Background: an optimization exercise with open tools, aiming at small area and a short achievable clock period. Do not read the settings as production practice. Only simulation tests tie the RTL to the original design; equivalence was not proved. Power and IR drop assume default switching activity.

Setup of harbor:
// fifo
module fifo(clk, rst, buf_in, buf_out, wr_en, rd_en, buf_empty, buf_full, fifo_counter);
For scale: ~1000 cells after synthesis, ~550 flip-flops, ~0.020 mm2 of cells after synthesis.
==> flow/config.mk <==
export PLATFORM = sky130hd
export DESIGN_NAME = fifo
export DESIGN_NICKNAME = fifo
export VERILOG_FILES = /design/flow/design.v
export SDC_FILE = /design/flow/constraint.sdc
export NUM_CORES = 4
export LEC_CHECK = 0
export CAP_MARGIN = 20
export CORE_MARGIN = 2
export CORE_UTILIZATION = 65
export CTS_CLUSTER_DIAMETER = 60
export CTS_CLUSTER_SIZE = 22
export SETUP_SLACK_MARGIN = 1.55
export SLEW_MARGIN = 20
export SYNTH_HIERARCHICAL = 1
==> flow/constraint.sdc <==
create_clock -name core_clock -period 3.0 [get_ports {clk}]
set_input_delay 0.6000 -clock core_clock [delete_from_list [all_inputs] [get_ports {clk}]]
set_output_delay 0.6000 -clock core_clock [all_outputs]
set_load 0.01 [all_outputs]
run.sh (not shown) runs the stock make flow with config.mk's settings and CLKGATE_MAP_FILE= SYNTH_SCRIPT=/design/flow/synth_recipe.tcl, a recipe that flattens the netlist after the stock synthesis.
harbor: done, clean on timing, DRC and antenna
Changes in xenon relative to harbor:
Settings: SETUP_SLACK_MARGIN: 1.55 -> 1.4; CTS_CLUSTER_SIZE: 22 -> unset; CTS_CLUSTER_DIAMETER: 60 -> unset.
==> flow/flow/run.sh (new file) <==
#!/bin/bash
# The standard ORFS layout, with three changes:
#  - the port buffers are plain buf cells (buffer_ports would otherwise pick
#    a delay cell that the footprint-matching resizer can never swap out);
#  - the resizer may swap cells across footprints (MATCH_CELL_FOOTPRINT=0);
#  - clock tree synthesis inserts no dummy loads.
# The make output goes to standard.log; ORFS keeps each step's log under orfs/logs.
set -euo pipefail
export BUFFER_PORTS_ARGS="-buffer_cell sky130_fd_sc_hd__buf_2"
export CTS_ARGS="-sink_clustering_enable -repair_clock_nets -sink_clustering_size 22 -sink_clustering_max_diameter 60 -dont_use_dummy_load"
bash standard.sh MATCH_CELL_FOOTPRINT=0 finish > standard.log 2>&1
==> flow/standard.sh (new file) <==
#!/bin/bash
# synth_recipe.tcl (not shown) runs the flow's synth.tcl, then flattens the netlist and writes it again
# the make line also repeats each setting of config.mk as NAME=value (left out here)
make -C /OpenROAD-flow-scripts/flow DESIGN_CONFIG=/design/flow/config.mk WORK_HOME=/design/flow/orfs CLKGATE_MAP_FILE= SYNTH_SCRIPT=/design/flow/synth_recipe.tcl "${@:-finish}"
removed: flow/run.sh
### Flow results
Relative to harbor, the final hold slack of xenon is lower by 0.21 ns. When the final numbers for harbor and xenon were put side by side, the tightest slew margin relative to the limit turned out to be smaller in xenon. Looking only at share of the clock period used by the worst path after layout, and setting everything else aside, the lower value of harbor and xenon goes to xenon. When xenon is set beside harbor, its finished layout cell area turns out to be 9.1% smaller. For the proportion of cell area occupied by multi-input gates, xenon came in 0.73 points higher than harbor did. ~same total area of sequential cells in harbor and xenon. Clock power for xenon: about 16% down relative to harbor. Between harbor and xenon, layout overhead on the synthesized area is higher for harbor, xenon comes in under that. Wire length went down by more than 10% going from harbor to xenon.


Setup of alpha:
fifo, a different RTL version from the one above (not shown whole).
For scale: roughly 1100 cells after synthesis, roughly 20000 µm² of cells after synthesis.
export LEC_CHECK = 0
export CAP_MARGIN = 20
export CORE_MARGIN = 2
export CORE_UTILIZATION = 65
export CTS_CLUSTER_DIAMETER = 60
export CTS_CLUSTER_SIZE = 22
export SETUP_SLACK_MARGIN = 1.4
export SLEW_MARGIN = 20
export SYNTH_HIERARCHICAL = 1
create_clock -name core_clock -period 3.0 [get_ports {clk}]
standard.sh (not shown) runs the stock make flow with config.mk's settings and CLKGATE_MAP_FILE= SYNTH_SCRIPT=/design/flow/synth_recipe.tcl, a recipe that flattens the netlist after the stock synthesis.
==> flow/flow/run.sh <==
#!/bin/bash
# The standard ORFS layout with three changes: clock tree synthesis
# inserts no dummy loads; the port buffers are plain buf cells (buffer_ports
# would otherwise pick a slow delay cell); and the resizer may swap cells
# across footprints (MATCH_CELL_FOOTPRINT=0).
# The make output goes to standard.log; ORFS keeps each step's log under orfs/logs.
set -euo pipefail
export CTS_ARGS="-sink_clustering_enable -repair_clock_nets -sink_clustering_size 18 -sink_clustering_max_diameter 50 -dont_use_dummy_load"
export BUFFER_PORTS_ARGS="-buffer_cell sky130_fd_sc_hd__buf_2"
bash standard.sh MATCH_CELL_FOOTPRINT=0 finish > standard.log 2>&1
In summary, alpha completed successfully, with a layout that passed the timing, DRC and antenna checks.
--- input diff alpha..beta ---
- PLACE_DENSITY: unset -> 0.75
-- flow/flow/run.sh --
<<< alpha, line 7
set -euo pipefail
export CTS_ARGS="-sink_clustering_enable -repair_clock_nets -sink_clustering_size 18 -sink_clustering_max_diameter 50 -dont_use_dummy_load"
export BUFFER_PORTS_ARGS="-buffer_cell sky130_fd_sc_hd__buf_2"
>>> beta, line 7
set -euo pipefail
export CTS_ARGS="-sink_clustering_enable -repair_clock_nets -sink_clustering_size 22 -sink_clustering_max_diameter 60 -dont_use_dummy_load"
export BUFFER_PORTS_ARGS="-buffer_cell sky130_fd_sc_hd__buf_2"
## What came out
- Relative area change from synthesis to final layout: higher on beta
- Of the two candidates, alpha has the better final critical path time including I/O delays and setup and beta the worse one.
- Looking at alpha and beta, the clock transition at the registers of the reported paths is a wash.
- The higher transition at the pin with the smallest max-transition slack came out of beta.
- Count of clock-buffer cells in the layout: alpha and beta compared, lower one is beta
- As far as netlist area before placement goes, alpha and beta are indistinguishable; the numbers are identical.
- | total of plain and repair buffers excluding clock buffers | beta vs alpha | 28% higher |
- A slowest cell on the critical path of sky130_fd_sc_hd__dfxtp_4 is what beta shows, while sky130_fd_sc_hd__dfxtp_1 belongs to alpha.
- Looking only at clock power, and setting everything else aside, the higher value of alpha and beta goes to alpha.
- NOTE: share of total power in combinational logic in beta exceeds that of alpha
- Relative to alpha, the clock skew of beta is higher by 19 ps.
### beta -> gamma
- clearing PLACE_DENSITY, which used to be 0.75
## What came out
Final instance area in gamma is 3.0% lower than in beta. gamma against beta: number of nets in the layout went down by 2.0%, maximum VDD drop went down by about 3.2%, post-route worst setup slack went up by 150 ps, maximum frequency went up by 52 MHz. gamma vs. beta: share of layout cells above drive strength 1 -6.4 points, fraction of area in clock buffers and inverters increased 0.23 points, sequential share of layout area higher, power has decreased, via count of the first global-routing pass fell by about 4%.


v19:
Another version of the RTL of fifo (not shown whole).
For scale: ~1100 cells after synthesis, about 580 flip-flops, about 0.021 sq mm of cells after synthesis.
clock: 3.0 ns
lec_check: 0
cap_margin: 20
core_margin: 2
core_utilization: 65
cts_cluster_diameter: 60
cts_cluster_size: 22
setup_slack_margin: 1.4
slew_margin: 20
synth_hierarchical: 1
==> flow/flow/run.sh <==
#!/bin/bash
# The standard ORFS layout with two changes: clock tree synthesis inserts
# no dummy loads, and the port buffers are plain buf cells (buffer_ports
# would otherwise pick a slow delay cell).
# The make output goes to standard.log; ORFS keeps each step's log under orfs/logs.
set -euo pipefail
export CTS_ARGS="-sink_clustering_enable -repair_clock_nets -sink_clustering_size 22 -sink_clustering_max_diameter 60 -dont_use_dummy_load"
export BUFFER_PORTS_ARGS="-buffer_cell sky130_fd_sc_hd__buf_2"
bash standard.sh MATCH_CELL_FOOTPRINT=0 finish > standard.log 2>&1
Setup changes, v19 to v43
==> flow/flow/run.sh <==
#!/bin/bash
# The standard ORFS layout with two changes: clock tree synthesis inserts
# no dummy loads and builds its tree from clkbuf_8 cells, and the port
# buffers are plain buf cells (buffer_ports would otherwise pick a slow
# delay cell).
# The make output goes to standard.log; ORFS keeps each step's log under orfs/logs.
set -euo pipefail
export CTS_ARGS="-sink_clustering_enable -repair_clock_nets -sink_clustering_size 16 -sink_clustering_max_diameter 50 -dont_use_dummy_load -buf_list sky130_fd_sc_hd__clkbuf_8"
export BUFFER_PORTS_ARGS="-buffer_cell sky130_fd_sc_hd__buf_2"
bash standard.sh finish > standard.log 2>&1
Findings:
v43 ends up with a depth of the worst register-to-register path that is 1 lower than in v19.
Looking at final total power across v19 and v43, the one that comes out lower is v43.
In v43, the worst setup slack came out 0.071 ns below the value in v19.
[compare] base=v19 new=v43: delay of the slowest cell on the worst path comparable; filler-free cell count of the finished design now larger.
[inputs] v32 vs v43
# v43
export LEC_CHECK = 0
export CAP_MARGIN = 20
export CORE_MARGIN = 2
export CORE_UTILIZATION = 65
export CTS_CLUSTER_DIAMETER = 60
export CTS_CLUSTER_SIZE = 22
export SETUP_SLACK_MARGIN = 1.4
export SLEW_MARGIN = 20
export SYNTH_HIERARCHICAL = 1
create_clock -name core_clock -period 3.0 [get_ports {clk}]
# v32
export LEC_CHECK = 0
export CAP_MARGIN = 20
export CORE_MARGIN = 2
export CORE_UTILIZATION = 72
export CTS_CLUSTER_DIAMETER = 60
export CTS_CLUSTER_SIZE = 22
export SETUP_SLACK_MARGIN = 1.4
export SLEW_MARGIN = 20
export SYNTH_HIERARCHICAL = 1
create_clock -name core_clock -period 3.0 [get_ports {clk}]
==> flow/flow/run.sh <==
#!/bin/bash
# The standard ORFS layout with two changes: clock tree synthesis inserts
# no dummy loads, and the port buffers are plain buf cells (buffer_ports
# would otherwise pick a slow delay cell).
# The make output goes to standard.log; ORFS keeps each step's log under orfs/logs.
set -euo pipefail
export CTS_ARGS="-sink_clustering_enable -repair_clock_nets -sink_clustering_size 22 -sink_clustering_max_diameter 60 -dont_use_dummy_load"
export BUFFER_PORTS_ARGS="-buffer_cell sky130_fd_sc_hd__buf_2"
bash standard.sh finish > standard.log 2>&1
Notes after the runs:
Every run (v43 and v32) finished clean.
Measured against each other, v43 and v32 differ in relative max-transition margin, the higher figure coming from v32.
Die area | v32 < v43
Wire length of the first global-routing pass grows by a few percent when moving from v43 to v32.
Compared with v43, v32 has extra setup slack.
In v32, share of the cycle needed by the critical path after routing is lower than in v43.
> inputs changed (v32 -> v39)
# v32
export LEC_CHECK = 0
export CAP_MARGIN = 20
export CORE_MARGIN = 2
export CORE_UTILIZATION = 72
export CTS_CLUSTER_DIAMETER = 60
export CTS_CLUSTER_SIZE = 22
export SETUP_SLACK_MARGIN = 1.4
export SLEW_MARGIN = 20
export SYNTH_HIERARCHICAL = 1
create_clock -name core_clock -period 3.0 [get_ports {clk}]
# v39
export LEC_CHECK = 0
export CAP_MARGIN = 20
export CORE_MARGIN = 2
export CORE_UTILIZATION = 65
export CTS_CLUSTER_DIAMETER = 60
export CTS_CLUSTER_SIZE = 22
export SETUP_SLACK_MARGIN = 1.4
export SLEW_MARGIN = 20
export SYNTH_HIERARCHICAL = 1
create_clock -name core_clock -period 3.0 [get_ports {clk}]
Results
- Post-cts repair resize count went down by more than 10% going from v32 to v39.
- Compared to v32, v39 was floorplanned on a bigger die.
- Met3 usage: higher on v32
- Compared to v32, v39 has largest net degree at the start of global routing about 28% higher.
### v39 -> v10
==> flow/flow/run.sh <==
#!/bin/bash
# The standard ORFS layout; only clock tree synthesis differs: it inserts
# no dummy loads and clusters up to 30 sinks within 80 um per leaf buffer.
# The make output goes to standard.log; ORFS keeps each step's log under orfs/logs.
set -euo pipefail
export CTS_ARGS="-sink_clustering_enable -repair_clock_nets -sink_clustering_size 30 -sink_clustering_max_diameter 80 -dont_use_dummy_load"
bash standard.sh finish > standard.log 2>&1
Notes after the runs:
The higher detailed-routed wire length on met3 of v39 and v10 is in v10.
v10 -> v39: overall track demand over capacity in global routing flat
Delta(cell count, v10 - v39) > 0
Worst setup slack, v39 and v10, higher one = v39.
Going from v39 to v10, routed wire length saw an increase; total power saw a decrease; wire length on met2 saw an increase; final critical-path share of the clock period saw an increase.
Comparing v10 with v39, the global-route wire length before repair came out essentially unchanged.
Going from v39 to v10, CTS buffer count fell by 13; signed area change from the synthesized netlist to the final layout rose by 1.5 points.
Relative to v10, the following input files were edited for v12:
==> flow/run.sh (new file) <==
#!/bin/bash
# synth_recipe.tcl (not shown) runs the flow's synth.tcl, then flattens the netlist and writes it again
# the make line also repeats each setting of config.mk as NAME=value (left out here)
make -C /OpenROAD-flow-scripts/flow DESIGN_CONFIG=/design/flow/config.mk WORK_HOME=/design/flow/orfs CLKGATE_MAP_FILE= SYNTH_SCRIPT=/design/flow/synth_recipe.tcl finish
removed: flow/flow/run.sh
removed: flow/standard.sh
==> comparison <==
v12 ended with every stage complete and zero timing, DRC or antenna violations. Post-detailed-placement half-perimeter wirelength: v12 vs v10 identical. Non-clock buffer count: v12 > v10. From v10 to v12 the numbers moved as follows: total of clock buffers placed in the layout +22, combinational share of power dropped 1.0 points, total CTS buffers saw an increase, share of final-layout standard cells stronger than drive strength 1 moved up.


The RTL this note starts from:
==> flow/design.v <==
`timescale 1ns / 1ps
module fifo(clk, rst, buf_in, buf_out, wr_en, rd_en, buf_empty, buf_full, fifo_counter);
input clk, rst, wr_en, rd_en;
input [7:0] buf_in;
output [7:0] buf_out;
output buf_full, buf_empty;
output [6:0] fifo_counter;
reg [7:0] buf_out;
reg [6:0] fifo_counter;   
reg buf_full;             
reg buf_empty;            
reg [6:0] cnt;            
reg empty_r;              
reg [511:0] store;
reg [7:0] sel_lo;         
reg [7:0] sel_hi;         
wire wr = wr_en & ~cnt[6];
wire rd = rd_en & ~empty_r;
wire inc = wr & ~rd;
wire dec = rd & ~wr;
wire inc_hi = inc & sel_lo[7];
wire dec_hi = dec & sel_lo[0];
wire rd_last = rd_en & (cnt == 7'd1);
wire rd_go = rd & ~rst;
wire rd_hold = ~rd & ~rst;
wire [7:0] sel_rd = sel_hi & {8{rd_go}};
wire [7:0] out_nx;
genvar b, j, q;
generate
  for (b = 0; b < 8; b = b + 1) begin : g_bit
    wire [7:0] grp;
    for (j = 0; j < 8; j = j + 1) begin : g_grp
      wire [7:0] d;
      for (q = 0; q < 8; q = q + 1) begin : g_ent
        assign d[q] = store[8*((8*j + q + 63) % 64) + b];
      end
      fifo_sel8 u_lo (.s(sel_lo), .d(d), .y(grp[j]));
    end
    fifo_sel8h u_hi (.s(sel_rd), .d(grp), .h(rd_hold), .q(buf_out[b]), .y(out_nx[b]));
  end
endgenerate
always @(posedge clk)
  if (wr)
    store <= {store[503:0], buf_in};
wire [6:0] cnt_inc = cnt + 7'd1;
wire [6:0] cnt_dec = cnt - 7'd1;
wire up = inc & ~rst;
wire dn = dec & ~rst;
wire keep = ~inc & ~dec & ~rst;
wire up_hi = inc_hi & ~rst;
wire dn_hi = dec_hi & ~rst;
wire keep_hi = ~inc_hi & ~dec_hi & ~rst;
wire [6:0] cnt_nx, cnt_out_nx;
wire [7:0] lo_nx, hi_nx;
wire full_nx, empty_nx, empty_out_nx;
generate
  for (q = 0; q < 7; q = q + 1) begin : g_cnt
    fifo_upd u_c (.i(up), .d(dn), .h(keep), .a(cnt_inc[q]), .b(cnt_dec[q]), .c(cnt[q]),
                  .y(cnt_nx[q]));
    fifo_upd u_o (.i(up), .d(dn), .h(keep), .a(cnt_inc[q]), .b(cnt_dec[q]), .c(cnt[q]),
                  .y(cnt_out_nx[q]));
  end
  for (q = 0; q < 8; q = q + 1) begin : g_ring
    if (q == 0) begin : g_first
      fifo_upd_set u_l (.r(rst), .i(up), .d(dn), .h(keep), .a(sel_lo[7]), .b(sel_lo[1]),
                        .c(sel_lo[0]), .y(lo_nx[0]));
      fifo_upd_set u_h (.r(rst), .i(up_hi), .d(dn_hi), .h(keep_hi), .a(sel_hi[7]),
                        .b(sel_hi[1]), .c(sel_hi[0]), .y(hi_nx[0]));
    end else begin : g_rest
      fifo_upd u_l (.i(up), .d(dn), .h(keep), .a(sel_lo[q-1]), .b(sel_lo[(q+1)%8]),
                    .c(sel_lo[q]), .y(lo_nx[q]));
      fifo_upd u_h (.i(up_hi), .d(dn_hi), .h(keep_hi), .a(sel_hi[q-1]), .b(sel_hi[(q+1)%8]),
                    .c(sel_hi[q]), .y(hi_nx[q]));
    end
  end
endgenerate
fifo_upd u_full (.i(up), .d(dn), .h(keep), .a(cnt_inc[6]), .b(cnt_dec[6]), .c(cnt[6]),
                 .y(full_nx));
fifo_eupd u_e (.rst(rst), .wr(wr), .last(rd_last), .e(empty_r), .y(empty_nx));
fifo_eupd u_eo (.rst(rst), .wr(wr), .last(rd_last), .e(empty_r), .y(empty_out_nx));
always @(posedge clk) begin
  cnt <= cnt_nx;
  fifo_counter <= cnt_out_nx;
  buf_full <= full_nx;
  empty_r <= empty_nx;
  buf_empty <= empty_out_nx;
  sel_lo <= lo_nx;
  sel_hi <= hi_nx;
  buf_out <= out_nx;
end
endmodule
module fifo_sel8(s, d, y);
input [7:0] s, d;
output y;
assign y = |(s & d);
endmodule
module fifo_sel8h(s, d, h, q, y);
input [7:0] s, d;
input h, q;
output y;
assign y = |(s & d) | (h & q);
endmodule
module fifo_upd(i, d, h, a, b, c, y);
input i, d, h, a, b, c;
output y;
assign y = (i & a) | (d & b) | (h & c);
endmodule
module fifo_upd_set(r, i, d, h, a, b, c, y);
input r, i, d, h, a, b, c;
output y;
assign y = r | (i & a) | (d & b) | (h & c);
endmodule
module fifo_eupd(rst, wr, last, e, y);
input rst, wr, last, e;
output y;
assign y = rst | (~wr & (e | last));
endmodule
export LEC_CHECK = 0
export CAP_MARGIN = 20
export CORE_MARGIN = 2
export CORE_UTILIZATION = 65
export CTS_CLUSTER_DIAMETER = 60
export CTS_CLUSTER_SIZE = 22
export SETUP_SLACK_MARGIN = 1.2
export SLEW_MARGIN = 20
export SYNTH_HIERARCHICAL = 1
create_clock -name core_clock -period 3.0 [get_ports {clk}]
run.sh (not shown) runs the stock make flow with config.mk's settings and CLKGATE_MAP_FILE= SYNTH_SCRIPT=/design/flow/synth_recipe.tcl, a recipe that flattens the netlist after the stock synthesis.
Stock flow here: none of the scripts above is used.
==> next run, changes <==
- SETUP_SLACK_MARGIN: 1.2 -> 1.4
Effect: The changed run went through all stages and came out clean; total power rises by a few percent; wire length rises by a little under a tenth; synthesized cell count stays the same; first-iteration DRC count rises slightly; die area is unchanged; worst hold slack barely changes; via count rises by a few percent; sequential share of layout area falls by 3.4 points; global-route usage rises by 3.2 points.

## separate check: timing with driven ports
No port has a modelled driver above. Below, the same layouts with a new extraction and two added sets of constraints. Step 1: set_driving_cell puts a clkbuf_16 on clk and a buf_2 on each other input, an assumption about the parent block. Step 2, shift: input delay + t, output delay - t, t = (earliest + latest rising clock arrival at the registers) / 2. This alone moves slack from input paths to output paths. Slacks: no drivers / after step 1 / after step 2; pairs: no drivers / after step 1.
run	t, ns	slack for setup (ns)	hold WS [ns]	clock arrival spread, ns	pins driven straight from the clock port
harbor	0.594	1.097 / 1.097 / 0.715	0.452 / 0.452 / 0.452	0.029 / 0.028	1
xenon	0.569	1.230 / 1.230 / 0.842	0.237 / 0.207 / 0.441	0.048 / 0.048	1
alpha	0.587	1.370 / 1.325 / 0.957	0.221 / 0.191 / 0.436	0.032 / 0.032	1
beta	0.572	1.238 / 1.238 / 0.911	0.234 / 0.204 / 0.417	0.049 / 0.049	1
gamma	0.575	1.385 / 1.347 / 0.908	0.234 / 0.204 / 0.425	0.033 / 0.033	1
v19	0.572	1.386 / 1.333 / 0.888	0.243 / 0.212 / 0.426	0.034 / 0.035	1
v43	0.639	1.316 / 1.265 / 0.851	0.167 / 0.139 / 0.427	0.053 / 0.052	1
v32	0.564	1.379 / 1.329 / 0.912	0.238 / 0.215 / 0.427	0.046 / 0.047	1
v39	0.571	1.386 / 1.337 / 0.907	0.243 / 0.209 / 0.424	0.035 / 0.035	1
v10	0.614	1.329 / 1.274 / 0.893	0.432 / 0.432 / 0.432	0.040 / 0.040	1
v12	0.581	1.385 / 1.329 / 0.840	0.440 / 0.440 / 0.440	0.036 / 0.035	1
the first run of note 4	0.578	1.174 / 1.167 / 0.801	0.448 / 0.448 / 0.448	0.019 / 0.018	1
the second run of note 4	0.587	1.316 / 1.316 / 0.852	0.446 / 0.446 / 0.446	0.026 / 0.026	1
After both steps setup and hold are still met in every run listed. The setup slack of v12, which loses most, moves by -0.056 ns with the drivers and by -0.545 ns with both steps.
